From an optimization exercise on the open Yosys and OpenROAD flow, aimed at small area and a short achievable clock period; shortcuts taken in it are not production practice. Where RTL was checked, it was by simulation tests only, not by an equivalence proof against the original. Only the layout flow was run in runs 3 to 5; the RTL was not checked for function there. Power is estimated from default activity; no workload was simulated.

===== design.v =====
`timescale 1ns / 1ps
module Microprocessor(
    input clk,
    input reset,                  
    input interrupt,
    input [7:0] data_in,          
    output [7:0] data_out,        
    output [7:0] pm_addr,         
    input [23:0] pm_data,         
    output dm_en,                 
    output dm_we,                 
    output [7:0] dm_addr,         
    output [7:0] dm_wdata,        
    input [7:0] dm_rdata          
    );
reg  [23:0] ins_prv;         
reg  [7:0]  pc_q;            
reg         rst_q;           
reg  [7:0]  ret_q;           
reg         int_q;           
reg         stall_q;         
reg         jt2, jt4;        
reg         ld1;             
reg  [4:0]  op_dec;
reg  [4:0]  RW_dec;
reg  [7:0]  imm;             
reg  [7:0]  AR, BR;          
reg  [4:0]  RW_ex, RW_dm;
reg  [7:0]  ans_ex, ex_out, ans_wb;
reg  [7:0]  dout_q, dm_data_q;
reg  [1:0]  flag_q;          
reg         mem_rw_ex, mem_en_ex, msel_ex, msel_dm;
reg  [7:0]  rf [0:31];
wire [23:0] ins_raw = stall_q ? ins_prv : pm_data;
wire [23:0] ins = reset ? ins_raw : 24'd0;
wire [4:0]  op = ins[23:19];
wire is_cj  = op[4] & op[3] & op[2];
wire is_jmp = (op == 5'b11000);
wire is_ret = (op == 5'b10000);
wire is_ld  = (op == 5'b10100);
wire is_hlt = (op == 5'b10001);
wire stall;
wire mask = is_jmp | is_cj | ld1;
wire [7:0] ret_addr;
wire [31:0] sel_a, sel_b;
wire [7:0] rd_a, rd_b;
Read_Decode dec_a(.idx(ins_raw[13:9]), .sel(sel_a));
Read_Decode dec_b(.idx(ins_raw[8:4]), .sel(sel_b));
genvar gi, gr;
generate for (gi = 0; gi < 8; gi = gi + 1) begin : rdbit
    wire [31:0] col;
    for (gr = 0; gr < 32; gr = gr + 1) begin : row
        assign col[gr] = rf[gr][gi];
    end
    Read_Select rsa(.d(col), .sel(sel_a), .y(rd_a[gi]));
    Read_Select rsb(.d(col), .sel(sel_b), .y(rd_b[gi]));
end endgenerate
wire [7:0] ans_dm = msel_dm ? dm_rdata : ex_out;
wire [4:0] RA_n    = mask ? 5'd0 : ins[13:9];
wire [4:0] RB_n    = ins[8:4];
wire [4:0] RWex_n  = reset ? RW_dec : 5'd0;
wire [4:0] RWdm_n  = reset ? RW_ex : 5'd0;
wire [4:0] RWwb_n  = reset ? RW_dm : 5'd0;
wire       mseldm_n = reset & msel_ex;
wire       immsel_n = ~op[4] & op[3];
wire ea_ex = (RA_n == RWex_n), ea_dm = (RA_n == RWdm_n), ea_wb = (RA_n == RWwb_n);
wire eb_ex = (RB_n == RWex_n), eb_dm = (RB_n == RWdm_n), eb_wb = (RB_n == RWwb_n);
reg sa_ex, sa_x, sa_rd, sa_wb, sa_r;
reg sb_imm, sb_ex, sb_x, sb_rd, sb_wb, sb_r;
always @(posedge clk) begin
    sa_ex <= ea_ex;
    sa_x  <= ~ea_ex & ea_dm & ~mseldm_n;
    sa_rd <= ~ea_ex & ea_dm & mseldm_n;
    sa_wb <= ~ea_ex & ~ea_dm & ea_wb;
    sa_r  <= ~ea_ex & ~ea_dm & ~ea_wb;
    sb_imm <= immsel_n;
    sb_ex <= ~immsel_n & eb_ex;
    sb_x  <= ~immsel_n & ~eb_ex & eb_dm & ~mseldm_n;
    sb_rd <= ~immsel_n & ~eb_ex & eb_dm & mseldm_n;
    sb_wb <= ~immsel_n & ~eb_ex & ~eb_dm & eb_wb;
    sb_r  <= ~immsel_n & ~eb_ex & ~eb_dm & ~eb_wb;
end
wire [7:0] A_e = ({8{sa_ex}} & ans_ex) | ({8{sa_x}} & ex_out) | ({8{sa_wb}} & ans_wb) | ({8{sa_r}} & AR);
wire a_rd = sa_rd;
wire [7:0] B_e = ({8{sb_imm}} & imm) | ({8{sb_ex}} & ans_ex) | ({8{sb_x}} & ex_out) |
                 ({8{sb_wb}} & ans_wb) | ({8{sb_r}} & BR);
wire b_rd = sb_rd;
wire [7:0] A = a_rd ? dm_rdata : A_e;
wire [7:0] B = b_rd ? dm_rdata : B_e;
wire [7:0] ans_tmp;
wire flag_z, flag_c;
wire [7:0] cur_addr;
wire is_addsub = ~op_dec[4] & ~op_dec[2] & ~op_dec[1];
wire f_mov = ~op_dec[4] & (op_dec[2:0] == 3'b010);
wire f_and = ~op_dec[4] & (op_dec[2:0] == 3'b100);
wire f_or  = ~op_dec[4] & (op_dec[2:0] == 3'b101);
wire f_xor = ~op_dec[4] & (op_dec[2:0] == 3'b110);
wire f_not = ~op_dec[4] & (op_dec[2:0] == 3'b111);
wire f_in  = (op_dec == 5'b10110);
wire f_ls  = (op_dec == 5'b11001);
wire f_rs  = (op_dec == 5'b11010) | (op_dec == 5'b11011);
wire f_rsa = (op_dec == 5'b11011);
wire op_j  = op_dec[4] & op_dec[3] & op_dec[2];
wire z_off = (op_dec == 5'b10000) | (op_dec == 5'b10001) | (op_dec == 5'b10100) |
             (op_dec == 5'b10101) | (op_dec == 5'b10111) | (op_dec == 5'b11000);
ALU_Result alu(.A(A), .B(B), .op_dec(op_dec), .data_in(data_in), .ans_ex(ans_ex), .ans_tmp(ans_tmp));
Flag_Unit flags(
    .rdata(dm_rdata), .A_e(A_e), .B_e(B_e), .a_rd(a_rd), .b_rd(b_rd), .data_in(data_in),
    .sub(op_dec[0]), .f_add(is_addsub), .f_mov(f_mov), .f_and(f_and), .f_or(f_or), .f_xor(f_xor),
    .f_not(f_not), .f_in(f_in), .f_ls(f_ls), .f_rs(f_rs), .f_rsa(f_rsa),
    .op_j(op_j), .z_off(z_off), .flag_q(flag_q), .flag_z(flag_z), .flag_c(flag_c));
Next_Address nxt(
    .ins(ins), .flag_z(flag_z), .flag_c(flag_c), .reset(reset), .jt4(jt4), .ld1(ld1), .int_q(int_q),
    .pc_q(pc_q), .rst_q(rst_q), .ret_q(ret_q),
    .stall(stall), .ret_addr(ret_addr), .cur_addr(cur_addr));
always @(posedge clk) begin
    ins_prv <= ins_raw;
    pc_q    <= cur_addr;
    rst_q   <= reset;
    ret_q   <= reset ? ret_addr : 8'd0;
    int_q   <= reset & interrupt;
    stall_q <= reset & stall;
    jt2     <= reset & is_cj & ~jt4;
    jt4     <= reset & jt2;
    ld1     <= reset & is_ld & ~ld1;
    op_dec  <= op;
    RW_dec  <= mask ? 5'd0 : ins[18:14];
    imm     <= ins[8:1];
    AR      <= rd_a;
    BR      <= rd_b;
    RW_ex   <= reset ? RW_dec : 5'd0;
    RW_dm   <= reset ? RW_ex : 5'd0;
    ans_ex  <= reset ? ans_tmp : 8'd0;
    ex_out  <= reset ? ans_ex : 8'd0;
    ans_wb  <= reset ? ans_dm : 8'd0;
    dout_q  <= reset ? ((op_dec == 5'b10111) ? A : dout_q) : 8'd0;
    dm_data_q <= B;
    flag_q  <= reset ? {flag_z, flag_c} : 2'd0;
    mem_rw_ex <= reset & op_dec[0];
    mem_en_ex <= reset & (ld1 | (op_dec == 5'b10101));
    msel_ex   <= reset & ld1;
    msel_dm   <= reset & msel_ex;
    rf[RW_dm] <= ans_dm;
end
assign pm_addr  = cur_addr;
assign data_out = dout_q;
assign dm_en    = mem_en_ex;
assign dm_we    = mem_rw_ex;
assign dm_addr  = ans_ex;
assign dm_wdata = dm_data_q;
endmodule
module ALU_Result(
    input  [7:0] A, B,
    input  [4:0] op_dec,
    input  [7:0] data_in,
    input  [7:0] ans_ex,
    output [7:0] ans_tmp
    );
wire sub = op_dec[0];
wire [7:0] sum = A + (B ^ {8{sub}}) + {7'd0, sub};
wire big = |B[7:3];
wire fill = op_dec[1] & op_dec[0] & A[7];
wire [15:0] rsh = {{8{fill}}, A} >> B[2:0];
wire [7:0] shr = big ? {8{fill}} : rsh[7:0];
wire [7:0] shl = big ? 8'd0 : (A << B[2:0]);
reg [7:0] res;
always @* begin
    casez (op_dec)
        5'b0?000, 5'b0?001: res = sum;
        5'b0?010: res = B;
        5'b0?100: res = A & B;
        5'b0?101: res = A | B;
        5'b0?110: res = A ^ B;
        5'b0?111: res = ~B;
        5'b1010?: res = A;
        5'b10110: res = data_in;
        5'b11001: res = shl;
        5'b11010, 5'b11011: res = shr;
        5'b10000, 5'b10001, 5'b10111, 5'b11000, 5'b111??: res = ans_ex;
        default:  res = 8'd0;
    endcase
end
assign ans_tmp = res;
endmodule
module Flag_Unit(
    input  [7:0] rdata,
    input  [7:0] A_e, B_e,
    input        a_rd, b_rd,
    input  [7:0] data_in,
    input        sub, f_add, f_mov, f_and, f_or, f_xor, f_not, f_in, f_ls, f_rs, f_rsa,
    input        op_j, z_off,
    input  [1:0] flag_q,
    output       flag_z, flag_c
    );
wire [7:0] a = a_rd ? rdata : A_e;
wire [7:0] b = b_rd ? rdata : B_e;
wire [7:0] bx = b ^ {8{sub}};
wire [7:0] kin = {a[6:0] | bx[6:0], sub};
wire [7:0] zt  = a ^ bx ^ kin;
wire [2:0] s = b[2:0];
wire nb = ~|b[7:3];
wire [7:0] ls_keep, rs_keep;    
genvar i;
generate for (i = 0; i < 8; i = i + 1) begin : sh
    assign ls_keep[i] = nb & (s <= 7 - i);
    assign rs_keep[i] = (nb & (s <= i)) | ((i == 7) ? f_rsa : 1'b0);
end endgenerate
wire [7:0] t = ({8{f_add}} & zt) |
               ({8{f_mov}} & b) |
               ({8{f_and}} & a & b) |
               ({8{f_or}}  & (a | b)) |
               ({8{f_xor}} & (a ^ b)) |
               ({8{f_not}} & ~b) |
               ({8{f_in}}  & data_in) |
               ({8{f_ls}}  & a & ls_keep) |
               ({8{f_rs}}  & a & rs_keep);
wire zero = ~|t;
wire [7:0] g = a & bx;
wire [7:0] p = a | bx;
wire g0 = g[0] | (p[0] & sub);
wire g10 = g[1] | (p[1] & g0);
wire g32 = g[3] | (p[3] & g[2]);
wire p32 = p[3] & p[2];
wire g54 = g[5] | (p[5] & g[4]);
wire p54 = p[5] & p[4];
wire g76 = g[7] | (p[7] & g[6]);
wire p76 = p[7] & p[6];
wire g30 = g32 | (p32 & g10);
wire g74 = g76 | (p76 & g54);
wire p74 = p76 & p54;
wire cout = g74 | (p74 & g30);
assign flag_z = op_j ? flag_q[1] : (~z_off & zero);
assign flag_c = op_j ? flag_q[0] : (f_add & cout);
endmodule
module Next_Address(
    input  [23:0] ins,
    input        flag_z, flag_c,
    input        reset, jt4, ld1, int_q,
    input  [7:0] pc_q,
    input        rst_q,
    input  [7:0] ret_q,
    output       stall,
    output [7:0] ret_addr,
    output [7:0] cur_addr
    );
wire [4:0] op = ins[23:19];
wire is_cj  = op[4] & op[3] & op[2];
wire is_jmp = (op == 5'b11000);
wire is_ret = (op == 5'b10000);
wire is_ld  = (op == 5'b10100);
wire is_hlt = (op == 5'b10001);
assign stall = (is_cj & ~jt4) | (is_ld & ~ld1) | is_hlt;
wire [7:0] next_addr = rst_q ? pc_q + 8'd1 : 8'd0;
assign ret_addr = int_q ? next_addr : ret_q;
wire [7:0] seq_addr  = stall ? pc_q : next_addr;
wire [7:0] jmp_loc   = is_ret ? ret_addr : (int_q ? 8'hf0 : ins[7:0]);
wire       uncond    = is_jmp | is_ret | int_q;
wire fsel  = ins[20] ? flag_z : flag_c;     
wire tk1   = uncond | (is_cj & ~ins[19]);   
wire tk0   = uncond | (is_cj &  ins[19]);   
wire [7:0] addr1 = reset ? (tk1 ? jmp_loc : seq_addr) : 8'd0;
wire [7:0] addr0 = reset ? (tk0 ? jmp_loc : seq_addr) : 8'd0;
assign cur_addr = fsel ? addr1 : addr0;
endmodule
module Read_Decode(input [4:0] idx, output [31:0] sel);
assign sel = 32'd1 << idx;
endmodule
module Read_Select(input [31:0] d, input [31:0] sel, output y);
assign y = |(d & sel);
endmodule

===== flow/run.sh =====
#!/bin/bash
# The standard layout, with two changes to how it is made:
#  - ports are buffered with buf_4 cells instead of the default delay-buffer cell,
#  - the resizer may swap a cell for one of a different footprint.
set -euo pipefail
bash standard.sh MATCH_CELL_FOOTPRINT=0 "BUFFER_PORTS_ARGS=-buffer_cell sky130_fd_sc_hd__buf_4" finish > flow_make.log 2>&1

===== standard.sh =====
#!/bin/bash
# synth_recipe.tcl (not shown) runs the flow's synth.tcl, then flattens the netlist and writes it again
# the make line also repeats each setting of config.mk as NAME=value (left out here)
make -C /OpenROAD-flow-scripts/flow DESIGN_CONFIG=/design/flow/config.mk WORK_HOME=/design/flow/orfs CLKGATE_MAP_FILE= SYNTH_SCRIPT=/design/flow/synth_recipe.tcl "${@:-finish}"

===== config.mk =====
export PLATFORM = sky130hd
export DESIGN_NAME = Microprocessor
export DESIGN_NICKNAME = Microprocessor
export VERILOG_FILES = /design/flow/design.v
export SDC_FILE = /design/flow/constraint.sdc
export NUM_CORES = 4
export LEC_CHECK = 0
export CAP_MARGIN = 20
export CORE_MARGIN = 2
export CORE_UTILIZATION = 70
export SETUP_SLACK_MARGIN = 5.0
export SLEW_MARGIN = 20
export SYNTH_HIERARCHICAL = 1

===== constraint.sdc =====
create_clock -name core_clock -period 12.5 [get_ports {clk}]
set_input_delay 2.5000 -clock core_clock [delete_from_list [all_inputs] [get_ports {clk}]]
set_output_delay 2.5000 -clock core_clock [all_outputs]
set_load 0.01 [all_outputs]

==> impl_results.md, run 1 <==
* Overall routing resource usage at 0.422
* Unrepaired setup endpoints after global routing: true
* Grt peak-use layer: met2
* Clock skew at 0.0329 ns
* Sink Count at 403
* Layout cells sized above 1 at 0.167
* DP Wirelength at 42.8 mm
* Max capacitance violation total at 0
* # diodes at 0
* Fill cells at about 1700
* Cts hold-fix bufs at 0
* Antenna violations before repair at 1
* Routed Antenna Nets at 0
* Total chip power at ~3.6 mW
* Die Ht at between 150 and 200 um
* Ys Warns at 8
* Wirelength per Cell at about 28 um
* Max Freq at 0.124 GHz
* CP required at ~10 ns
* Die Area at just over 0.03 mm^2
* Area Growth Syn to Fin at 14.1%
* CTS tree: built
* Buffers on Ports at 76
* Period utilisation layout at 0.645
* Total iterations of the first detailed-routing run at 10
* Clk latency of the worst-skew pair at 0.56 ns
* Static leakage at 8.25 nW
* Cell area power density at 155 mW/mm^2
* Crit end category: output pin
* Starting Density at 0.708
* Met3 Resource Use GR at 0.0925
* Die width at between 150 and 200 um
* First-pass GRT wire length at around 100 mm
* Clk pin slew, worst setup/hold paths at approximately 0.060 ns
* Met1 Resource Use GR at 0.548
* Root Buffer: clkbuf_16
* Crit-path max FO at 7
* Final WS setup at 4.44 ns
* Status: timing/DRC/antenna clean
* Mapped Cells at around 1800
* Vias at roughly 17000
* Routed wire length at between 60 and 70 mm
* Minimum clock period at between 8 and 9 ns
* Worst hold path class: reg -> reg
* Number of global-route vias before repair at around 16000
* Final Hold Violating Endpoints at 0
* Layout Nets at 1949
* Actual slew at the worst max-slew pin at ~1.1 ns
* Synthesized area at ~0.020 mm^2
* Depth of the CTS H-tree at 2
* Largest net degree at the start of global routing at just over 90
* Post-route DRC violation count at 0
* CORE AREA at 0.0286 mm^2
* Worst vdd ir at approximately 0.19 mV
* Gr ovfl total at 0
* Startpoint Class: primary input
* Rows at 62
* Clock buffer count from CTS at 41
* CP Class: in -> out
* Slew HR at 0.267
* Vias per inst at 7.52
* Max-slew violations at 0
* GR Util met2 at 0.665
* Arr. time, crit path at 5.56 ns
* GP Congestion at approximately 1.1
* CTS max path bufs at 3
* Worst slack at placement at between 4 and 5 ns
* Endpoints failing setup at 0
* DRT iter0 DRCs at between 3000 and 4000
* Syn Area/Cell at around 11 um^2
* Setup TNS Final at 0 ns
* Ports at 77
## repair_timing
item / in CTS / in global routing
setup endpoints to repair: 8 / 8
gates cloned: 0 / 0
hold endpoints to repair: 0 / 0
resized for setup: 34 / 29
setup buffers: 17 / 2
pin swaps: 24 / 23
## path summary, 6_finish.rpt
path | start | to | slack [ns] | depth (start not counted)
hold reg to reg | jt4 | jt2 | 0.45 | 1
setup / recovery | dm_rdata[3] | pm_addr[5] | 4.44 | 16
hold / removal | jt4 | jt2 | 0.45 | 1
setup reg to reg | sb_rd | pc_q[6] | 8.30 | 15
## placed cells by master (no fill, tap or decap), types with 7 or more instances in the layout
master	instances
buf_4	88
o211ai_1	7
a22oi_2	16
ha_1	37
o21ai_0	25
a22oi_1	270
a222oi_1	14
a21oi_1	24
and3_1	9
nand4_1	72
and2_1	58
nor3_1	24
mux2i_4	10
mux4_2	7
inv_1	62
xnor2_1	14
edfxtp_1	256
xor2_1	18
nor3b_1	9
nand3b_1	14
nand3_1	22
mux2_2	41
dfxtp_1	145
a31oi_1	7
o22ai_1	30
nand2b_1	19
clkbuf_16	42
or4_1	22
or3_1	10
a211oi_1	15
clkinv_1	7
or3b_1	7
mux2i_1	36
buf_6	11
nand2_1	74
nor2_1	157
nor2b_1	28
bufinv_16	7
## sequential cells by signal, summed over array words and instances, names as in the netlist, 2 cells and up
signal / count
BR: 8
ret_q: 8
ans_ex: 8
ins_prv: 24
op_dec: 5
dm_data_q: 8
RW_dec: 5
rf: 256
ex_out: 8
AR: 8
dout_q: 8
RW_dm: 5
flag_q: 2
ans_wb: 8
pc_q: 8
RW_ex: 5
imm: 8
## power breakdown
part	switching [mW]	internal [mW]
combinational	0.442	0.289
clock	0.536	0.774
sequential	0.0525	1.49
## worst max-delay path: stages
cell      delay [ns]
buf_6           0.12
mux2i_4         0.22
xnor2_2         0.10
ha_1            0.33
xor2_1          0.15
nand4_1         0.12
o21ai_2         0.18
nand3_1         0.11
o41ai_2         0.37
nand2_1         0.13
nor3b_2         0.26
o311ai_4        0.13
buf_12          0.18
a21o_4          0.22
o32ai_4         0.28
buf_6           0.14
## per-layer routing
layer / share of wire / vias to the layer above / routed length, um
met5: 0.00022 / - / 14
met4: 0.074 / 2 / 4780
met3: 0.12 / 356 / 7860
met2: 0.46 / 1504 / 29400
met1: 0.35 / 8060 / 22400
li1: - / 7189 / -
## cell type report
class                           instances  area (um^2)  area share
Timing Repair Buffer                  102          840      0.0363
Clock buffer                           48         1080      0.0469
Tap cell                              384          480      0.0208
Clock inverter                         27          354      0.0153
Inverter                               71          280      0.0121
Multi-Input combinational cell       1239         9440       0.408
Sequential cell                       403        10600       0.460
## metrics by stage
stage / cells / hold WS (ns) / util / cell area (um^2)
detailed placement: 2180 / 0.427 / 0.740 / 21200
finish: 2274 / 0.452 / 0.807 / 23100
global placement: 2180 / 0.416 / 0.740 / 21200
CTS: 2272 / 0.453 / 0.800 / 22900
global route: 2274 / 0.454 / 0.807 / 23100
floorplan: 1781 / 0.391 / - / 20400
==> run 2: changes to the inputs <==
==> run.sh (new file) <==
#!/bin/bash
# synth_recipe.tcl (not shown) runs the flow's synth.tcl, then flattens the netlist and writes it again
# the make line also repeats each setting of config.mk as NAME=value (left out here)
make -C /OpenROAD-flow-scripts/flow DESIGN_CONFIG=/design/flow/config.mk WORK_HOME=/design/flow/orfs CLKGATE_MAP_FILE= SYNTH_SCRIPT=/design/flow/synth_recipe.tcl finish
removed: flow/run.sh
removed: standard.sh
==> run 2 against run 1 <==
Synthesized cell count did not move; worst hold slack got worse by 0.020 ns; global-route usage fell by 0.88 points; synthesized area did not move; largest cell class unchanged; largest power group unchanged.
==> impl_results.md, run 2 <==
* Status: timing/DRC/antenna clean
* CTS max path bufs at 3 (unchanged)
* Ports at 77 (unchanged)
* Critical-path top delay cell: o41ai_2
* Routed Antenna Nets at 0 (unchanged)
* Synthesized area at 0.0203 mm^2 (unchanged)
* Antenna violations before repair at 4 (+3)
* Overall routing resource usage at 0.413 (-0.00884)
* Sink Count at 403 (unchanged)
* Actual slew at the worst max-slew pin at 1.04 ns (-0.0512 ns)
* Area occupied by multi-input gates at 0.00942 mm^2 (-0.19%)
* Unrepaired setup endpoints after global routing: true
* Placed instance count at 2180 (unchanged)
* Clock skew at 0.0313 ns (-0.00168 ns)
* CTS tree: built
* GP Congestion at 1.02 (-6.2%)
* CP Class: in -> out
* Fill cells at 1660 (-1.5%)
* DP Wirelength at 42.6 mm (-0.27%)
* Largest Register: rf
* Clk latency of the worst-skew pair at 0.56 ns (about the same)
* Commonest non-fill, non-tap cells in the layout: a22oi_1 (270), edfxtp_1 (256), nor2_1 (157), dfxtp_1 (145), nand2_1 (74)
* DRT iter0 DRCs at 3226 (-9.6%)
* Minimum clock period at 8.12 ns (+0.0629 ns)
* Buffers on Ports at 76 (unchanged)
* Crit end category: output pin
* Vias at 17100 (-0.26%)
* Vias per inst at 7.48 (-0.65%)
* Total iterations of the first detailed-routing run at 10 (unchanged)
* Cell area power density at 149 mW/mm^2 (-3.7%)
* CP max stage delay at 0.42 ns (+0.05 ns)
* Endpoints failing setup at 0 (unchanged)
* Die Ht at 174 um (unchanged)
* Most common library cell in the layout ignoring fill and taps: a22oi_1
* First-pass GRT wire length at 96.5 mm (-1.6%)
* Depth of the CTS H-tree at 2 (unchanged)
* Layout Nets at 1955 (+0.31%)
* Rows at 62 (unchanged)
* Die Area at 0.0303 mm^2 (unchanged)
* Root Buffer: clkbuf_16
* Startpoint Class: primary input
* Setup TNS Final at 0 ns (unchanged)
* Crit-path max FO at 3 (-4)
* Core Util, Final at 0.807 (about the same)
* Cell mode on critical path: nand2_1
* Routed wire length at 63.1 mm (-2.1%)
* Non-filler cells, final at 2283 (+0.40%)
* Max-slew violations at 0 (unchanged)
* Ys Warns at 8 (unchanged)
* Max capacitance violation total at 0 (unchanged)
* Max Freq at 0.123 GHz (-0.77%)
* Layout cells sized above 1 at 0.134 (-0.0328)
* Slew HR at 0.303 (+0.0368)
* Clock buffer count from CTS at 41 (unchanged)
* Largest registers: rf: 256 flops, ins_prv: 24 flops
* Max FFs per register at 256 (unchanged)
* Syn Area/Cell at 11.4 um^2 (unchanged)
* Area Growth Syn to Fin at 14.0% (about the same)
* Final Hold Violating Endpoints at 0 (unchanged)
* Cells along the critical path: buf_12 -> mux2_4 -> inv_4 -> ha_4 -> nor4_4 -> nand2_1 -> a21oi_1 -> nand4_1 -> o41ai_2 -> nand2_1 -> nor3b_2 -> o311ai_4 -> buf_6 -> a21o_4 -> o32ai_4 -> buf_2
* Clk pin slew, worst setup/hold paths at 0.06 ns (about the same)
* Post-route DRC violation count at 0 (unchanged)
* CP required at 10.00 ns (about the same)
* Arr. time, crit path at 5.62 ns (+0.06 ns)
* Static leakage at 8.13 nW (-1.4%)
* Wirelength per Cell at 27.6 um (-2.5%)
* Worst vdd ir at 0.202 mV (+6.8%)
* Largest net degree at the start of global routing at 93 (unchanged)
* Die width at 174 um (unchanged)
* FF+latch area at 0.0106 mm^2 (unchanged)
* Starting Density at 0.708 (unchanged)
* Gr ovfl total at 0 (unchanged)
* Mapped Cells at 1781 (unchanged)
* CORE AREA at 0.0286 mm^2 (unchanged)
* Worst hold path class: reg -> reg
* Cts hold-fix bufs at 0 (unchanged)
* Number of global-route vias before repair at 16400 (+0.25%)
* Period utilisation layout at 0.650 (+0.00503)
* Final Cell Area at 0.0231 mm^2 (about the same)
* Cell Area, Placed at 0.0214 mm^2 (+0.88%)
[run 2: final timing paths]
check / start / end / cells past startpoint / slack, ns
worst max-delay path: dm_rdata[0] / pm_addr[5] / 16 / 4.38
worst min-delay path: jt4 / jt2 / 1 / 0.43
worst max register to register: stall_q / BR[0] / 8 / 8.23
worst min register to register: jt4 / jt2 / 1 / 0.43
[run 2: through the flow]
stage,hold WS (ns),power [mW],setup slack (ns)
after floorplan,0.391,1.99,4.99
after global placement,0.415,2.19,3.28
after detailed placement,0.422,2.21,3.18
after CTS,0.432,3.40,4.41
after global routing,0.454,3.54,4.25
final,0.432,3.45,4.38
[run 2: worst max-delay path, delay by kind of cell]
family / cells / cell delay [ns]
muxes: 1 / 0.28
buffers and inverters: 4 / 0.53
and+or+nand+nor: 5 / 0.93
adders and majority gates: 1 / 0.20
AOI/OAI and AO/OA: 5 / 1.17
[run 2: layer usage]
metal	share of wire	routed length [um]	global-route usage	up-vias
li1	-	-	-	7188
met1	0.36	22500	0.539	7966
met2	0.45	28500	0.651	1558
met3	0.12	7790	0.0895	351
met4	0.068	4290	0.224	4
met5	0.00033	21	0	-
[run 2: cell type report]
type                    instances  area share
diodes                          2    0.000217
clock buffers                  61      0.0508
clock inverters                15     0.00450
inverters                      71      0.0121
multi-input cells            1239       0.408
flip-flops and latches        403       0.460
well taps                     384      0.0208
repair buffers                108      0.0432
[run 2: timing repair]
action	CTS	global route
pin swaps	26	11
setup endpoints to repair	8	8
gates resized for setup	123	14
buffers inserted	22	3
gates cloned	0	0
[run 2: power breakdown]
part	switching, mW	total (mW)	internal, mW
clock	0.518	1.17	0.656
sequential	0.0519	1.54	1.49
combinational	0.438	0.732	0.295
==> run 3: changes to the inputs <==
--- a/design.v
+++ b/design.v
@@ -106,2 +106,3 @@
 ALU_Result alu(.A(A), .B(B), .op_dec(op_dec), .data_in(data_in), .ans_ex(ans_ex), .ans_tmp(ans_tmp));
+wire zero, cout;
 Flag_Unit flags(
@@ -110,7 +111,16 @@
     .f_not(f_not), .f_in(f_in), .f_ls(f_ls), .f_rs(f_rs), .f_rsa(f_rsa),
-    .op_j(op_j), .z_off(z_off), .flag_q(flag_q), .flag_z(flag_z), .flag_c(flag_c));
+    .zero(zero), .cout(cout));
+assign flag_z = op_j ? flag_q[1] : (~z_off & zero);
+assign flag_c = op_j ? flag_q[0] : (is_addsub & cout);
+wire [7:0] addr1, addr0;
+wire k_f, en_z, en_c;
 Next_Address nxt(
-    .ins(ins), .flag_z(flag_z), .flag_c(flag_c), .reset(reset), .jt4(jt4), .ld1(ld1), .int_q(int_q),
+    .ins(ins), .reset(reset), .jt4(jt4), .ld1(ld1), .int_q(int_q),
     .pc_q(pc_q), .rst_q(rst_q), .ret_q(ret_q),
-    .stall(stall), .ret_addr(ret_addr), .cur_addr(cur_addr));
+    .op_j(op_j), .z_off(z_off), .f_add(is_addsub), .flag_q(flag_q),
+    .stall(stall), .ret_addr(ret_addr), .addr1(addr1), .addr0(addr0),
+    .k_f(k_f), .en_z(en_z), .en_c(en_c));
+Address_Select asel(
+    .zero(zero), .cout(cout), .k_f(k_f), .en_z(en_z), .en_c(en_c),
+    .addr1(addr1), .addr0(addr0), .cur_addr(cur_addr));
 always @(posedge clk) begin
@@ -190,5 +200,3 @@
     input        sub, f_add, f_mov, f_and, f_or, f_xor, f_not, f_in, f_ls, f_rs, f_rsa,
-    input        op_j, z_off,
-    input  [1:0] flag_q,
-    output       flag_z, flag_c
+    output       zero, cout
     );
@@ -216,3 +224,3 @@
                ({8{f_rs}}  & a & rs_keep);
-wire zero = ~|t;
+assign zero = ~|t;
 wire [7:0] g = a & bx;
@@ -230,5 +238,3 @@
 wire p74 = p76 & p54;
-wire cout = g74 | (p74 & g30);
-assign flag_z = op_j ? flag_q[1] : (~z_off & zero);
-assign flag_c = op_j ? flag_q[0] : (f_add & cout);
+assign cout = g74 | (p74 & g30);
 endmodule
@@ -236,3 +242,2 @@
     input  [23:0] ins,
-    input        flag_z, flag_c,
     input        reset, jt4, ld1, int_q,
@@ -241,5 +246,8 @@
     input  [7:0] ret_q,
+    input        op_j, z_off, f_add,
+    input  [1:0] flag_q,
     output       stall,
     output [7:0] ret_addr,
-    output [7:0] cur_addr
+    output [7:0] addr1, addr0,
+    output       k_f, en_z, en_c
     );
@@ -257,7 +265,16 @@
 wire       uncond    = is_jmp | is_ret | int_q;
-wire fsel  = ins[20] ? flag_z : flag_c;     
 wire tk1   = uncond | (is_cj & ~ins[19]);   
 wire tk0   = uncond | (is_cj &  ins[19]);   
-wire [7:0] addr1 = reset ? (tk1 ? jmp_loc : seq_addr) : 8'd0;
-wire [7:0] addr0 = reset ? (tk0 ? jmp_loc : seq_addr) : 8'd0;
+assign addr1 = reset ? (tk1 ? jmp_loc : seq_addr) : 8'd0;
+assign addr0 = reset ? (tk0 ? jmp_loc : seq_addr) : 8'd0;
+assign k_f  = op_j & (ins[20] ? flag_q[1] : flag_q[0]);
+assign en_z = ~op_j & ins[20] & ~z_off;
+assign en_c = ~op_j & ~ins[20] & f_add;
+endmodule
+module Address_Select(
+    input        zero, cout, k_f, en_z, en_c,
+    input  [7:0] addr1, addr0,
+    output [7:0] cur_addr
+    );
+wire fsel = k_f | (en_z & zero) | (en_c & cout);
 assign cur_addr = fsel ? addr1 : addr0;
==> run 3 against run 2 <==
Die area is 0.64% higher; sequential power hardly changed; maximum frequency is 4.0% higher; still clean; combinational power is 0.7% lower; largest power group unchanged; highest routed layer is now met4; sequential cell count stayed put; setup slack better by 0.32 ns; synthesized cell count is 2.1% higher; sequential share of layout area is 0.35 points lower; largest cell class unchanged.
==> impl_results.md, run 3 <==
* Crit path from: dm_rdata[5]
* Cell Area, Placed at 0.0214 mm^2 (about the same)
* Antenna violations before repair at 0 (-4)
* R2r setup slk at 8.22 ns (about the same)
* Static leakage at 8.31 nW (+2.2%)
* Clock buffer count from CTS at 41 (unchanged)
* GP Congestion at 1.03 (+1.0%)
* Sequential share of power at 0.438 (-0.009)
* Critical Path End: pm_addr[6]
* CORE AREA at 0.0287 mm^2 (+0.27%)
* R2R cell count at 8 (unchanged)
* Mapped Cells at 1819 (+2.1%)
* Final Hold Violating Endpoints at 0 (unchanged)
* Max-slew violations at 0 (unchanged)
* Crit Reg-Reg Startpoint: stall_q
* Cell area power density at 151 mW/mm^2 (+0.92%)
* Switching portion of total power at 0.288 (-0.00443)
* Routed wire length at 64.5 mm (+2.2%)
* Arr. time, crit path at 5.30 ns (-0.32 ns)
* Number of global-route vias before repair at 16500 (+1.0%)
* Max capacitance violation total at 0 (unchanged)
* Die Area at 0.0305 mm^2 (+0.64%)
* Post-route DRC violation count at 0 (unchanged)
* Largest net degree at the start of global routing at 79 (-15%)
* Slew HR at 0.237 (-0.0666)
* Synthesized area at 0.0204 mm^2 (+0.65%)
* # diodes at 0 (-2)
* Sink Count at 403 (unchanged)
* Largest registers: rf: 256 flops, ins_prv: 24 flops
* Area occupied by multi-input gates at 0.00948 mm^2 (+0.57%)
* Actual slew at the worst max-slew pin at 1.13 ns (+0.0846 ns)
* Commonest non-fill, non-tap cells in the layout: a22oi_1 (276), edfxtp_1 (256), nor2_1 (161), dfxtp_1 (145), nand2_1 (86)
* Ports at 77 (unchanged)
* Worst R2R End: BR[5]
* Depth of the CTS H-tree at 2 (unchanged)
* Share of power burned in the clock network at 0.355 (+0.014)
* Ys Warns at 8 (unchanged)
* Period utilisation layout at 0.624 (-0.0253)
* Largest Register: rf
* Final WS setup at 4.70 ns (+0.316 ns)
* Combinational power share at 0.208 (-0.005)
* Rows at 62 (unchanged)
* Final Cell Area at 0.0233 mm^2 (+0.76%)
* Root Buffer: clkbuf_16
* DRT iter0 DRCs at 3055 (-5.3%)
* Layout cells sized above 1 at 0.136 (+0.00254)
* DP Wirelength at 43.5 mm (+2.0%)
* Cts hold-fix bufs at 0 (unchanged)
* Vias at 17500 (+2.3%)
* Setup TNS Final at 0 ns (unchanged)
* Status: timing/DRC/antenna clean
* Max Freq at 0.128 GHz (+4.0%)
* Crit-path max FO at 8 (+5)
* Buffers on Ports at 76 (unchanged)
* Endpoints failing setup at 0 (unchanged)
* CTS max path bufs at 3 (unchanged)
* Clk pin slew, worst setup/hold paths at 0.06 ns (about the same)
* FF+latch area at 0.0106 mm^2 (unchanged)
* Routed Antenna Nets at 0 (unchanged)
* Clock skew at 0.0163 ns (-0.0150 ns)
* P_int at 2.50 mW (+2.3%)
* Overall routing resource usage at 0.416 (+0.00241)
* Fill cells at 1642 (-1.1%)
* Layout Nets at 1993 (+1.9%)
* Total net switching power at 1.01 mW (+0.15%)
* Gr ovfl total at 0 (unchanged)
* Die Ht at 175 um (+0.32%)
* Starting Density at 0.710 (+0.00271)
* Most common library cell in the layout ignoring fill and taps: a22oi_1
* Max FFs per register at 256 (unchanged)
* Worst slack at placement at 3.65 ns (+0.468 ns)
* Unrepaired setup endpoints after global routing: true
* Total iterations of the first detailed-routing run at 9 (-1)
* Vias per inst at 7.53 (+0.74%)
* CP Class: in -> out
* Worst hold path class: reg -> reg
* Area Growth Syn to Fin at 14.1%
* Die width at 175 um (+0.32%)
* CTS tree: built
* Wirelength per Cell at 27.8 um (+0.64%)
* CP required at 10.00 ns (about the same)
* Crit end category: output pin
* Syn Area/Cell at 11.2 um^2 (-1.4%)
* Startpoint Class: primary input
* Worst vdd ir at 0.141 mV (-30%)
* First-pass GRT wire length at 97.7 mm (+1.3%)
* Clk latency of the worst-skew pair at 0.54 ns (-0.02 ns)
* Minimum clock period at 7.80 ns (-0.316 ns)
run 3: cell count changes in the layout (fill, tap and decap cells not counted), sizes merged, moves of 5 or more:
cell / before / now
o21ai: 26 / 46
nor2b: 29 / 20
mux2: 47 / 67
nand2b: 19 / 26
a22oi: 286 / 292
inv: 70 / 61
a21oi: 24 / 36
nand3b: 14 / 19
nand2: 76 / 86
a211oi: 18 / 8
clkbuf: 61 / 53
nor2: 157 / 162
nor3b: 10 / 4
run 3: worst min path at each step:
stage	end	cells past startpoint	start	slack [ns]
3_5_place_dp	jt2	1	jt4	0.41
4_1_cts	jt2	1	jt4	0.42
6_report	jt2	1	jt4	0.42
5_1_grt	jt4	1	jt2	0.45
2_1_floorplan	jt2	1	jt4	0.39
3_3_place_gp	jt2	1	jt4	0.41
run 3: layout make-up:
cell class                      count  share of cell area
Timing Repair Buffer              112              0.0469
Clock buffer                       53              0.0483
Sequential cell                   403               0.457
Tap cell                          384              0.0206
Clock inverter                     23              0.0100
Inverter                           59              0.0101
Multi-Input combinational cell   1285               0.407
run 3: stage by stage:
stage / cells / util / total power, mW / hold WS, ns
4_1_cts: 2316 / 0.805 / 3.44 / 0.422
3_3_place_gp: 2216 / 0.744 / 2.15 / 0.414
2_1_floorplan: 1819 / - / 1.95 / 0.391
6_report: 2319 / 0.811 / 3.50 / 0.417
5_1_grt: 2319 / 0.811 / 3.58 / 0.447
3_5_place_dp: 2216 / 0.744 / 2.17 / 0.413
run 3: power groups by stage:
stage | Clock, mW | Sequential, mW | Combinational (mW)
final | 1.24 | 1.53 | 0.727
after CTS | 1.24 | 1.53 | 0.670
after global routing | 1.29 | 1.54 | 0.761
after floorplan | 0 | 1.54 | 0.416
after global placement | 0 | 1.56 | 0.595
after detailed placement | 0 | 1.56 | 0.611
run 3: worst max-delay path, stage by stage:
cell	delay, ns
buf_12	0.11
mux2_4	0.28
inv_4	0.07
ha_4	0.20
nor4_4	0.31
nand2_1	0.11
a32o_2	0.24
a21oi_2	0.11
nand4_1	0.18
a2111oi_4	0.34
a221oi_4	0.13
buf_12	0.17
buf_6	0.11
mux2_4	0.30
buf_6	0.13
run 3: metal layers:
layer | routed length [um] | up-vias | global-route usage
li1 | - | 7287 | -
met1 | 22400 | 8214 | 0.536
met2 | 28900 | 1597 | 0.651
met3 | 8290 | 367 | 0.0896
met4 | 4860 | 0 | 0.248
met5 | 0 | - | 0
run 3: timing repair:
action / in CTS / in global routing
gates resized for setup: 125 / 35
buffers inserted: 24 / 3
hold endpoints to repair: 0 / 0
endpoints found under the setup margin: 8 / 8
pin swaps: 8 / 17
==> run 4: changes to the inputs <==
--- a/design.v
+++ b/design.v
@@ -146,3 +146,3 @@
     dout_q  <= reset ? ((op_dec == 5'b10111) ? A : dout_q) : 8'd0;
-    dm_data_q <= B;
+    dm_data_q <= reset ? B : 8'd0;
     flag_q  <= reset ? {flag_z, flag_c} : 2'd0;
@@ -204,23 +204,49 @@
 wire [7:0] b = b_rd ? rdata : B_e;
-wire [7:0] bx = b ^ {8{sub}};
-wire [7:0] kin = {a[6:0] | bx[6:0], sub};
-wire [7:0] zt  = a ^ bx ^ kin;
-wire [2:0] s = b[2:0];
-wire nb = ~|b[7:3];
-wire [7:0] ls_keep, rs_keep;    
+wire [7:0] am1 = {a[6:0], 1'b0};
+wire [7:0] bm1 = {b[6:0], 1'b0};
+wire [7:0] t;
+genvar i;
+generate for (i = 0; i < 8; i = i + 1) begin : zb
+    Zero_Term zt(.a(a[i]), .b(b[i]), .am1(am1[i]), .bm1(bm1[i]), .first(i == 0),
+                 .din(data_in[i]), .sub(sub), .f_add(f_add), .f_mov(f_mov), .f_and(f_and),
+                 .f_or(f_or), .f_xor(f_xor), .f_not(f_not), .f_in(f_in), .t(t[i]));
+end endgenerate
+wire zsh;
+Shift_Zero sz(.a(a), .b(b), .f_rsa(f_rsa), .f_ls(f_ls), .zero(zsh));
+assign zero = (f_ls | f_rs) ? zsh : ~|t;
+Carry_Out co(.a(a), .b(b), .sub(sub), .cout(cout));
+endmodule
+module Zero_Term(
+    input a, b, am1, bm1, first, din,
+    input sub, f_add, f_mov, f_and, f_or, f_xor, f_not, f_in,
+    output t
+    );
+wire bx = b ^ sub;
+wire k = first ? sub : (am1 | (bm1 ^ sub));
+assign t = (f_add & (a ^ bx ^ k)) | (f_mov & b) | (f_and & a & b) | (f_or & (a | b)) |
+           (f_xor & (a ^ b)) | (f_not & ~b) | (f_in & din);
+endmodule
+module Shift_Zero(
+    input  [7:0] a, b,
+    input        f_rsa, f_ls,
+    output       zero
+    );
+wire big = |b[7:3];
+wire [7:0] lo, hi;    
 genvar i;
-generate for (i = 0; i < 8; i = i + 1) begin : sh
-    assign ls_keep[i] = nb & (s <= 7 - i);
-    assign rs_keep[i] = (nb & (s <= i)) | ((i == 7) ? f_rsa : 1'b0);
+generate for (i = 0; i < 8; i = i + 1) begin : pr
+    assign lo[i] = |a[i:0];
+    assign hi[i] = |a[7:i];
 end endgenerate
-wire [7:0] t = ({8{f_add}} & zt) |
-               ({8{f_mov}} & b) |
-               ({8{f_and}} & a & b) |
-               ({8{f_or}}  & (a | b)) |
-               ({8{f_xor}} & (a ^ b)) |
-               ({8{f_not}} & ~b) |
-               ({8{f_in}}  & data_in) |
-               ({8{f_ls}}  & a & ls_keep) |
-               ({8{f_rs}}  & a & rs_keep);
-assign zero = ~|t;
+wire [7:0] lo_r = {lo[0], lo[1], lo[2], lo[3], lo[4], lo[5], lo[6], lo[7]};
+wire any_ls = lo_r[b[2:0]];    
+wire any_rs = hi[b[2:0]];      
+assign zero = f_ls ? (big | ~any_ls) : (~(f_rsa & a[7]) & (big | ~any_rs));
+endmodule
+module Carry_Out(
+    input  [7:0] a, b,
+    input        sub,
+    output       cout
+    );
+wire [7:0] bx = b ^ {8{sub}};
 wire [7:0] g = a & bx;
==> run 4 against run 3 <==
Sequential power about the same; power grew 2.6%; synthesized cell count increased by 3.1%; register-to-register slack gained 0.07 ns; critical path type unchanged; critical endpoint is now pm_addr[7]; highest routed layer is now met5.
==> impl_results.md, run 4 <==
* WHS at 0.427 ns (+0.00958 ns)
* CTS tree: built
* P_int at 2.51 mW (+0.48%)
* Area Growth Syn to Fin at 14.1% (about the same)
* Routed wire length at 68.6 mm (+6.3%)
* Max-slew violations at 0 (unchanged)
* Core Util, Final at 0.807 (-0.00354)
* Largest registers: rf: 256 flops, ins_prv: 24 flops
* DRT iter0 DRCs at 3168 (+3.7%)
* Total chip power at 3.59 mW (+2.6%)
* Rows at 63 (+1.6%)
* Largest Register: rf
* Buffers on Ports at 76 (unchanged)
* Cell mode on critical path: buf_6
* Arr. time, crit path at 5.38 ns (+0.08 ns)
* CP max stage delay at 0.57 ns (+0.23 ns)
* Static leakage at 8.41 nW (+1.2%)
* Synthesized area at 0.0209 mm^2 (+2.3%)
* Die Ht at 177 um (+1.1%)
* Final Cell Area at 0.0238 mm^2 (+2.3%)
* Clk latency of the worst-skew pair at 0.58 ns (+0.04 ns)
* Max FFs per register at 256 (unchanged)
* Max Freq at 0.127 GHz (-1.0%)
* Routed Antenna Nets at 0 (unchanged)
* Number of global-route vias before repair at 16900 (+2.4%)
* Minimum clock period at 7.88 ns (+0.0800 ns)
* Total iterations of the first detailed-routing run at 8 (-1)
* Depth of the CTS H-tree at 2 (unchanged)
* Crit end category: output pin
* GP Congestion at 1.07 (+3.2%)
* Starting Density at 0.708 (-0.00288)
* CORE AREA at 0.0295 mm^2 (+2.7%)
* Combinational power share at 0.229 (+0.021)
* Sink Count at 403 (unchanged)
* DP Wirelength at 45.4 mm (+4.4%)
* Die width at 177 um (+1.1%)
* Ys Warns at 8 (unchanged)
* Root Buffer: clkbuf_16
* Wirelength per Cell at 28.5 um (+2.4%)
* Worst slack at placement at 3.62 ns (-0.0327 ns)
* Cell area power density at 151 mW/mm^2 (+0.31%)
* Mapped Cells at 1876 (+3.1%)
* Max capacitance violation total at 0 (unchanged)
* CP delay by family, top: compound AO/OA/AOI/OAI gates
* Actual slew at the worst max-slew pin at 1.16 ns (+0.0283 ns)
* Critical-path top delay cell: or4_4
* Share of power burned in the clock network at 0.341 (-0.014)
* Most common library cell in the layout ignoring fill and taps: a22oi_1
* Sequential share of power at 0.430 (-0.008)
* Final Hold Violating Endpoints at 0 (unchanged)
* Worst vdd ir at 0.190 mV (+35%)
* Setup TNS Final at 0 ns (unchanged)
* Placed instance count at 2299 (+3.7%)
* Startpoint Class: primary input
* Slew HR at 0.225 (-0.0115)
* Antenna violations before repair at 4 (+4)
* Switching portion of total power at 0.302 (+0.0146)
* Crit-path max FO at 5 (-3)
* Total net switching power at 1.09 mW (+7.8%)
* Layout Nets at 2061 (+3.4%)
* Unrepaired setup endpoints after global routing: true
* Die Area at 0.0312 mm^2 (+2.2%)
* First-pass GRT wire length at 102 mm (+4.7%)
* Cell Area, Placed at 0.0219 mm^2 (+2.7%)
* CTS max path bufs at 3 (unchanged)
* Syn Area/Cell at 11.1 um^2 (-0.81%)
* Vias per inst at 7.51 (-0.30%)
* CP required at 10.00 ns (about the same)
* Status: timing/DRC/antenna clean
* Clock skew at 0.0488 ns (+0.0325 ns)
* Buf+Inv Stages, Crit Path at 4 (-1)
* Layout cells sized above 1 at 0.154 (+0.0173)
* Period utilisation layout at 0.631 (+0.00640)
* Gr ovfl total at 0 (unchanged)
* Post-route DRC violation count at 0 (unchanged)
* Largest net degree at the start of global routing at 92 (+16%)
* Final WS setup at 4.62 ns (-0.0800 ns)
* Vias at 18100 (+3.5%)
* Overall routing resource usage at 0.438 (+0.0218)
* Cells along the critical path: buf_6 -> mux2_4 -> inv_2 -> ha_4 -> a22oi_2 -> o2111a_1 -> o211ai_1 -> or4_4 -> o41ai_4 -> a221oi_4 -> buf_6 -> mux2_4 -> buf_6
* Non-filler cells, final at 2408 (+3.8%)
* Endpoints failing setup at 0 (unchanged)
* Clk pin slew, worst setup/hold paths at 0.06 ns (about the same)
* Commonest non-fill, non-tap cells in the layout: a22oi_1 (273), edfxtp_1 (256), dfxtp_1 (146), nor2_1 (146), nand2_1 (75)
* Fill cells at 1715 (+4.4%)
* Ports at 77 (unchanged)
* Worst hold path class: reg -> reg
* Clock buffer count from CTS at 40 (-2.4%)
* CP Class: in -> out
-- run 4: cell count changes in the layout (fill, tap and decap cells not counted), moves of 8 or more --
cell	previous run	this run
nand2_1	86	75
mux2_4	12	22
o2111a_1	0	8
a2111o_1	0	9
a21oi_1	33	45
nor2_1	161	146
and2_1	57	70
ha_1	40	26
inv_1	47	63
buf_4	30	42
nand2b_1	26	53
conb_1	0	19
-- run 4: worst paths after layout --
| check | slack [ns] | cells after the start | from | endpoint |
|---|---|---|---|---|
| setup reg to reg | 8.29 | 8 | stall_q | BR[2] |
| hold reg to reg | 0.43 | 1 | jt4 | jt2 |
| hold / removal | 0.43 | 1 | jt4 | jt2 |
| setup / recovery | 4.62 | 13 | dm_rdata[6] | pm_addr[7] |
-- run 4: cell type report --
cell class,instances,area [um^2],area share
diodes,1,2.50,0.000105
clock buffers,50,1080,0.0453
clock inverters,24,243,0.0102
inverters,84,333,0.0140
multi-input cells,1337,9920,0.417
flip-flops and latches,403,10600,0.447
well taps,390,488,0.0205
repair buffers,119,1100,0.0463
-- run 4: routing by layer --
| metal | up-vias | share of wire | GRT usage |
|---|---|---|---|
| li1 | 7565 | - | - |
| met1 | 8505 | 0.34 | 0.548 |
| met2 | 1608 | 0.45 | 0.693 |
| met3 | 401 | 0.13 | 0.105 |
| met4 | 2 | 0.082 | 0.264 |
| met5 | - | 0.00019 | 0 |
-- run 4: power groups by stage --
| stage | logic [mW] | registers, mW | clock network [mW] |
|---|---|---|---|
| 6_report | 0.824 | 1.55 | 1.22 |
| 5_1_grt | 0.869 | 1.55 | 1.27 |
| 4_1_cts | 0.773 | 1.54 | 1.21 |
| 3_5_place_dp | 0.707 | 1.57 | 0 |
| 3_3_place_gp | 0.691 | 1.57 | 0 |
| 2_1_floorplan | 0.497 | 1.54 | 0 |
-- run 4: timing repair --
action,CTS,global route
buffers inserted,31,3
hold buffers,0,0
pin swaps,12,7
cloned,0,0
resized for setup,131,24
endpoints found under the setup margin,8,8
==> run 5: changes to the inputs <==
--- a/design.v
+++ b/design.v
@@ -105,3 +105,15 @@
              (op_dec == 5'b10101) | (op_dec == 5'b10111) | (op_dec == 5'b11000);
-ALU_Result alu(.A(A), .B(B), .op_dec(op_dec), .data_in(data_in), .ans_ex(ans_ex), .ans_tmp(ans_tmp));
+reg [3:0] lut;       
+always @* begin
+    casez (op_dec)
+        5'b0?010: lut = 4'b1010;    
+        5'b0?100: lut = 4'b1000;    
+        5'b0?101: lut = 4'b1110;    
+        5'b0?110: lut = 4'b0110;    
+        5'b0?111: lut = 4'b0101;    
+        5'b1010?: lut = 4'b1100;    
+        default:  lut = 4'b0000;
+    endcase
+end
+ALU_Result alu(.A(A), .B(B), .op_dec(op_dec), .data_in(data_in), .ans_ex(ans_ex), .lut(lut), .ans_tmp(ans_tmp));
 wire zero, cout;
@@ -109,5 +121,4 @@
     .rdata(dm_rdata), .A_e(A_e), .B_e(B_e), .a_rd(a_rd), .b_rd(b_rd), .data_in(data_in),
-    .sub(op_dec[0]), .f_add(is_addsub), .f_mov(f_mov), .f_and(f_and), .f_or(f_or), .f_xor(f_xor),
-    .f_not(f_not), .f_in(f_in), .f_ls(f_ls), .f_rs(f_rs), .f_rsa(f_rsa),
-    .zero(zero), .cout(cout));
+    .sub(op_dec[0]), .f_add(is_addsub), .f_in(f_in), .f_ls(f_ls), .f_rs(f_rs), .f_rsa(f_rsa),
+    .lut(lut), .zero(zero), .cout(cout));
 assign flag_z = op_j ? flag_q[1] : (~z_off & zero);
@@ -166,2 +177,3 @@
     input  [7:0] ans_ex,
+    input  [3:0] lut,
     output [7:0] ans_tmp
@@ -169,26 +181,34 @@
 wire sub = op_dec[0];
-wire [7:0] sum = A + (B ^ {8{sub}}) + {7'd0, sub};
+wire [7:0] bxs = B ^ {8{sub}};
+wire [8:0] cy;
+wire [7:0] sum;
+assign cy[0] = sub;
+genvar k;
+generate for (k = 0; k < 8; k = k + 1) begin : rc
+    assign sum[k] = A[k] ^ bxs[k] ^ cy[k];
+    assign cy[k+1] = (A[k] & bxs[k]) | (cy[k] & (A[k] ^ bxs[k]));
+end endgenerate
 wire big = |B[7:3];
-wire fill = op_dec[1] & op_dec[0] & A[7];
-wire [15:0] rsh = {{8{fill}}, A} >> B[2:0];
-wire [7:0] shr = big ? {8{fill}} : rsh[7:0];
-wire [7:0] shl = big ? 8'd0 : (A << B[2:0]);
-reg [7:0] res;
-always @* begin
-    casez (op_dec)
-        5'b0?000, 5'b0?001: res = sum;
-        5'b0?010: res = B;
-        5'b0?100: res = A & B;
-        5'b0?101: res = A | B;
-        5'b0?110: res = A ^ B;
-        5'b0?111: res = ~B;
-        5'b1010?: res = A;
-        5'b10110: res = data_in;
-        5'b11001: res = shl;
-        5'b11010, 5'b11011: res = shr;
-        5'b10000, 5'b10001, 5'b10111, 5'b11000, 5'b111??: res = ans_ex;
-        default:  res = 8'd0;
-    endcase
-end
-assign ans_tmp = res;
+wire lsh = ~op_dec[1];                        
+wire fill = op_dec[1] & op_dec[0] & A[7];     
+wire [7:0] A_rev = {A[0], A[1], A[2], A[3], A[4], A[5], A[6], A[7]};
+wire [7:0] sh_in = lsh ? A_rev : A;
+wire [15:0] rsh = {{8{fill}}, sh_in} >> B[2:0];
+wire [7:0] sh_o = big ? {8{fill}} : rsh[7:0];
+wire [7:0] sh_rev = {sh_o[0], sh_o[1], sh_o[2], sh_o[3], sh_o[4], sh_o[5], sh_o[6], sh_o[7]};
+wire [7:0] shl = sh_rev;
+wire [7:0] shr = sh_o;
+wire e_add  = ~op_dec[4] & ~op_dec[2] & ~op_dec[1];
+wire e_in   = (op_dec == 5'b10110);
+wire e_sh   = (op_dec == 5'b11001) | (op_dec == 5'b11010) | (op_dec == 5'b11011);
+wire e_hold = (op_dec == 5'b10000) | (op_dec == 5'b10001) | (op_dec == 5'b10111) |
+              (op_dec == 5'b11000) | (op_dec[4:2] == 3'b111);
+wire [7:0] lu;
+genvar m;
+generate for (m = 0; m < 8; m = m + 1) begin : lub
+    assign lu[m] = lut[{A[m], B[m]}];
+end endgenerate
+wire [7:0] sh_res = lsh ? shl : shr;
+assign ans_tmp = ({8{e_add}} & sum) | lu | ({8{e_in}} & data_in) | ({8{e_sh}} & sh_res) |
+                 ({8{e_hold}} & ans_ex);
 endmodule
@@ -199,3 +219,4 @@
     input  [7:0] data_in,
-    input        sub, f_add, f_mov, f_and, f_or, f_xor, f_not, f_in, f_ls, f_rs, f_rsa,
+    input        sub, f_add, f_in, f_ls, f_rs, f_rsa,
+    input  [3:0] lut,
     output       zero, cout
@@ -210,4 +231,3 @@
     Zero_Term zt(.a(a[i]), .b(b[i]), .am1(am1[i]), .bm1(bm1[i]), .first(i == 0),
-                 .din(data_in[i]), .sub(sub), .f_add(f_add), .f_mov(f_mov), .f_and(f_and),
-                 .f_or(f_or), .f_xor(f_xor), .f_not(f_not), .f_in(f_in), .t(t[i]));
+                 .din(data_in[i]), .sub(sub), .f_add(f_add), .lut(lut), .f_in(f_in), .t(t[i]));
 end endgenerate
@@ -220,3 +240,4 @@
     input a, b, am1, bm1, first, din,
-    input sub, f_add, f_mov, f_and, f_or, f_xor, f_not, f_in,
+    input sub, f_add, f_in,
+    input [3:0] lut,
     output t
@@ -225,4 +246,3 @@
 wire k = first ? sub : (am1 | (bm1 ^ sub));
-assign t = (f_add & (a ^ bx ^ k)) | (f_mov & b) | (f_and & a & b) | (f_or & (a | b)) |
-           (f_xor & (a ^ b)) | (f_not & ~b) | (f_in & din);
+assign t = (f_add & (a ^ bx ^ k)) | lut[{a, b}] | (f_in & din);
 endmodule
==> run 5 against run 4 <==
Critical path type unchanged; highest routed layer unchanged; cell count down 5.6%; setup slack worse by 0.26 ns; clock skew down 0.030 ns; sequential share of layout area up 2.0 points; final area down 4.3%; critical endpoint is now pm_addr[4]; die area down 4.4%; first-iteration DRC count up 3.1%; still clean on timing, DRC and antenna; wire length down 10%; maximum frequency down 3.2%; synthesized cell count down 7.0%; synthesized area down 4.5%; sequential power about the same.
==> impl_results.md, run 5 <==
* Total iterations of the first detailed-routing run at 7 (-1)
* Commonest non-fill, non-tap cells in the layout: a22oi_1 (265), edfxtp_1 (256), nor2_1 (170), dfxtp_1 (147), nand2_1 (78)
* Gr ovfl total at 0 (unchanged)
* Clk pin slew, worst setup/hold paths at 0.06 ns (about the same)
* Startpoint Class: primary input
* Setup TNS Final at 0 ns (unchanged)
* Post-route DRC violation count at 0 (unchanged)
* Hold Path End: jt2
* Largest net degree at the start of global routing at 87 (-5.4%)
* R2r setup slk at 7.60 ns (-0.69 ns)
* Sink Count at 403 (unchanged)
* Worst hold path class: reg -> reg
* Worst vdd ir at 0.118 mV (-38%)
* Max Freq at 0.123 GHz (-3.2%)
* GP Congestion at 1.11 (+4.3%)
* Root Buffer: clkbuf_16
* Max-slew violations at 0 (unchanged)
* Unrepaired setup endpoints after global routing: true
* Crit Reg-Reg Startpoint: sb_rd
* Crit-path max FO at 7 (+2)
* Overall routing resource usage at 0.407 (-0.0305)
* Synthesized area at 0.0199 mm^2 (-4.5%)
* Depth of the CTS H-tree at 2 (unchanged)
* Layout Nets at 1910 (-7.3%)
* Cts hold-fix bufs at 0 (unchanged)
* Number of global-route vias before repair at 15800 (-6.4%)
* Status: timing/DRC/antenna clean
* Vias per inst at 7.36 (-2.0%)
* Clock skew at 0.0191 ns (-0.0297 ns)
* Wirelength per Cell at 27.1 um (-4.8%)
* Layout cells sized above 1 at 0.158 (+0.00451)
* Die Ht at 173 um (-2.2%)
* Final Hold Violating Endpoints at 0 (unchanged)
* Cell area power density at 151 mW/mm^2 (+0.17%)
* Rows at 61 (-3.2%)
* Vias at 16700 (-7.5%)
* Largest Register: rf
* Met2 WL at 28.7 mm (-7.3%)
* CTS tree: built
* Core Util, Final at 0.816 (+0.00841)
* Area Growth Syn to Fin at 14.4%
* Die width at 173 um (-2.2%)
* Die Area at 0.0298 mm^2 (-4.4%)
* Max Used Layer: met5
* Max FFs per register at 256 (unchanged)
* Static leakage at 7.96 nW (-5.3%)
* Worst Hold Depth at 1 (unchanged)
* Period utilisation layout at 0.652 (+0.0209)
* Starting Density at 0.713 (+0.00549)
* Endpoints failing setup at 0 (unchanged)
* Clock buffer count from CTS at 41 (+2.5%)
* Ports at 77 (unchanged)
* WL met1 at 21.0 mm (-9.7%)
* DRT iter0 DRCs at 3265 (+3.1%)
* Slew HR at 0.286 (+0.0611)
* Actual slew at the worst max-slew pin at 1.07 ns (-0.0889 ns)
* Crit end category: output pin
* Antenna violations before repair at 5 (+1)
* Buffers on Ports at 76 (unchanged)
* Largest registers: rf: 256 flops, ins_prv: 24 flops
* R2R cell count at 17 (+9)
* CP Class: in -> out
* CORE AREA at 0.0279 mm^2 (-5.2%)
* First-pass GRT wire length at 93.5 mm (-8.6%)
* CTS max path bufs at 3 (unchanged)
* Worst R2R End: ans_ex[7]
* Met3 WL at 7.56 mm (-14%)
* Ys Warns at 7 (-1)
* DP Wirelength at 41.4 mm (-8.8%)
* CP required at 10.00 ns (about the same)
* Routed wire length at 61.7 mm (-10%)
* Most common library cell in the layout ignoring fill and taps: a22oi_1
* Arr. time, crit path at 5.65 ns (+0.27 ns)
* Mapped Cells at 1745 (-7.0%)
* Routed Antenna Nets at 0 (unchanged)
* Max capacitance violation total at 0 (unchanged)
* Minimum clock period at 8.15 ns (+0.261 ns)
* Hold path start: jt4
* Syn Area/Cell at 11.4 um^2 (+2.7%)
* Clk latency of the worst-skew pair at 0.54 ns (-0.04 ns)
run 5: worst max-delay path by stage:
stage                 endpoint         from
CTS                 pm_addr[2]  dm_rdata[6]
global route        pm_addr[2]  dm_rdata[2]
global placement    pm_addr[4]        reset
detailed placement  pm_addr[4]        reset
finish              pm_addr[4]  dm_rdata[2]
floorplan           pm_addr[0]  dm_rdata[1]
run 5: report_power, final:
group / internal, mW / switching [mW] / total [mW] / leakage (nW)
sequential: 1.48 / 0.0484 / 1.53 / 3.60
clock: 0.703 / 0.506 / 1.21 / 0.658
combinational: 0.298 / 0.408 / 0.706 / 3.70
run 5: what timing repair did:
item,4_1_cts,5_1_grt
setup buffers,34,8
pin swaps,9,5
resized for setup,99,6
setup endpoints to repair,8,8
run 5: layer usage:
metal | global-route usage | vias to the layer above
li1 | - | 7095
met3 | 0.0917 | 328
met4 | 0.231 | 2
met1 | 0.506 | 7883
met2 | 0.662 | 1412
met5 | 0 | -
run 5: area by class of cell:
| class | instances | area [um^2] |
|---|---|---|
| Sequential cell | 403 | 10600 |
| Multi-Input combinational cell | 1240 | 8990 |
| Fill cell | 1635 | 5150 |
| Clock buffer | 56 | 1170 |
| Timing Repair Buffer | 128 | 1170 |
| Tap cell | 378 | 473 |
| Inverter | 46 | 174 |
| Clock inverter | 17 | 165 |
| Antenna cell | 4 | 10.0 |
run 5: metrics by stage:
stage / area, um^2 / cells / total power, mW / hold slack [ns] / worst slack (ns)
after CTS: 22700 / 2260 / 3.41 / 0.419 / 4.44
after global routing: 22800 / 2270 / 3.55 / 0.433 / 4.28
after detailed placement: 21000 / 2153 / 2.18 / 0.417 / 3.56
after global placement: 21000 / 2153 / 2.16 / 0.407 / 3.66
after floorplan: 20000 / 1754 / 1.98 / 0.391 / 4.99
final: 22800 / 2272 / 3.45 / 0.416 / 4.35
run 5: critical path, cell delays in order:
cell and delay, ns:
buf_2 0.14, mux2_4 0.29, or3_4 0.39, o21ai_2 0.07
mux2i_1 0.09, a221o_1 0.30, or4_4 0.54, o41ai_4 0.29
buf_4 0.20, a221oi_4 0.08, buf_12 0.18, buf_12 0.13
mux2_4 0.31, buf_6 0.12

==> static timing again, ports no longer ideal <==
In the flow no input, the clock included, has a driving cell. The finished layouts below were timed again as built, in two steps.
Step 1: set_driving_cell puts a clkbuf_16 on clk and a buf_2 on each other input, an assumption about the parent block.
Step 2, shift: input delay + t, output delay - t, t = (earliest + latest rising clock arrival at the registers) / 2. This alone moves slack from input paths to output paths.
a / b / c = no drivers / after step 1 / after step 2; a / b = the first two.
run | t, ns | slack for setup (ns) | worst hold slack (ns)
run 1 | 0.595 | 4.442 / 4.407 / 4.407 | 0.452 / 0.452 / 0.452
run 2 | 0.600 | 4.380 / 4.331 / 4.331 | 0.432 / 0.432 / 0.432
run 3 | 0.583 | 4.696 / 4.647 / 4.647 | 0.417 / 0.417 / 0.417
run 4 | 0.613 | 4.616 / 4.549 / 4.549 | 0.427 / 0.427 / 0.427
run 5 | 0.589 | 4.354 / 4.309 / 4.309 | 0.416 / 0.416 / 0.416
After both steps every run listed still meets setup and hold. For run 4, which loses most, drivers alone change the setup slack by -0.067 ns; drivers and shift together by -0.067 ns.
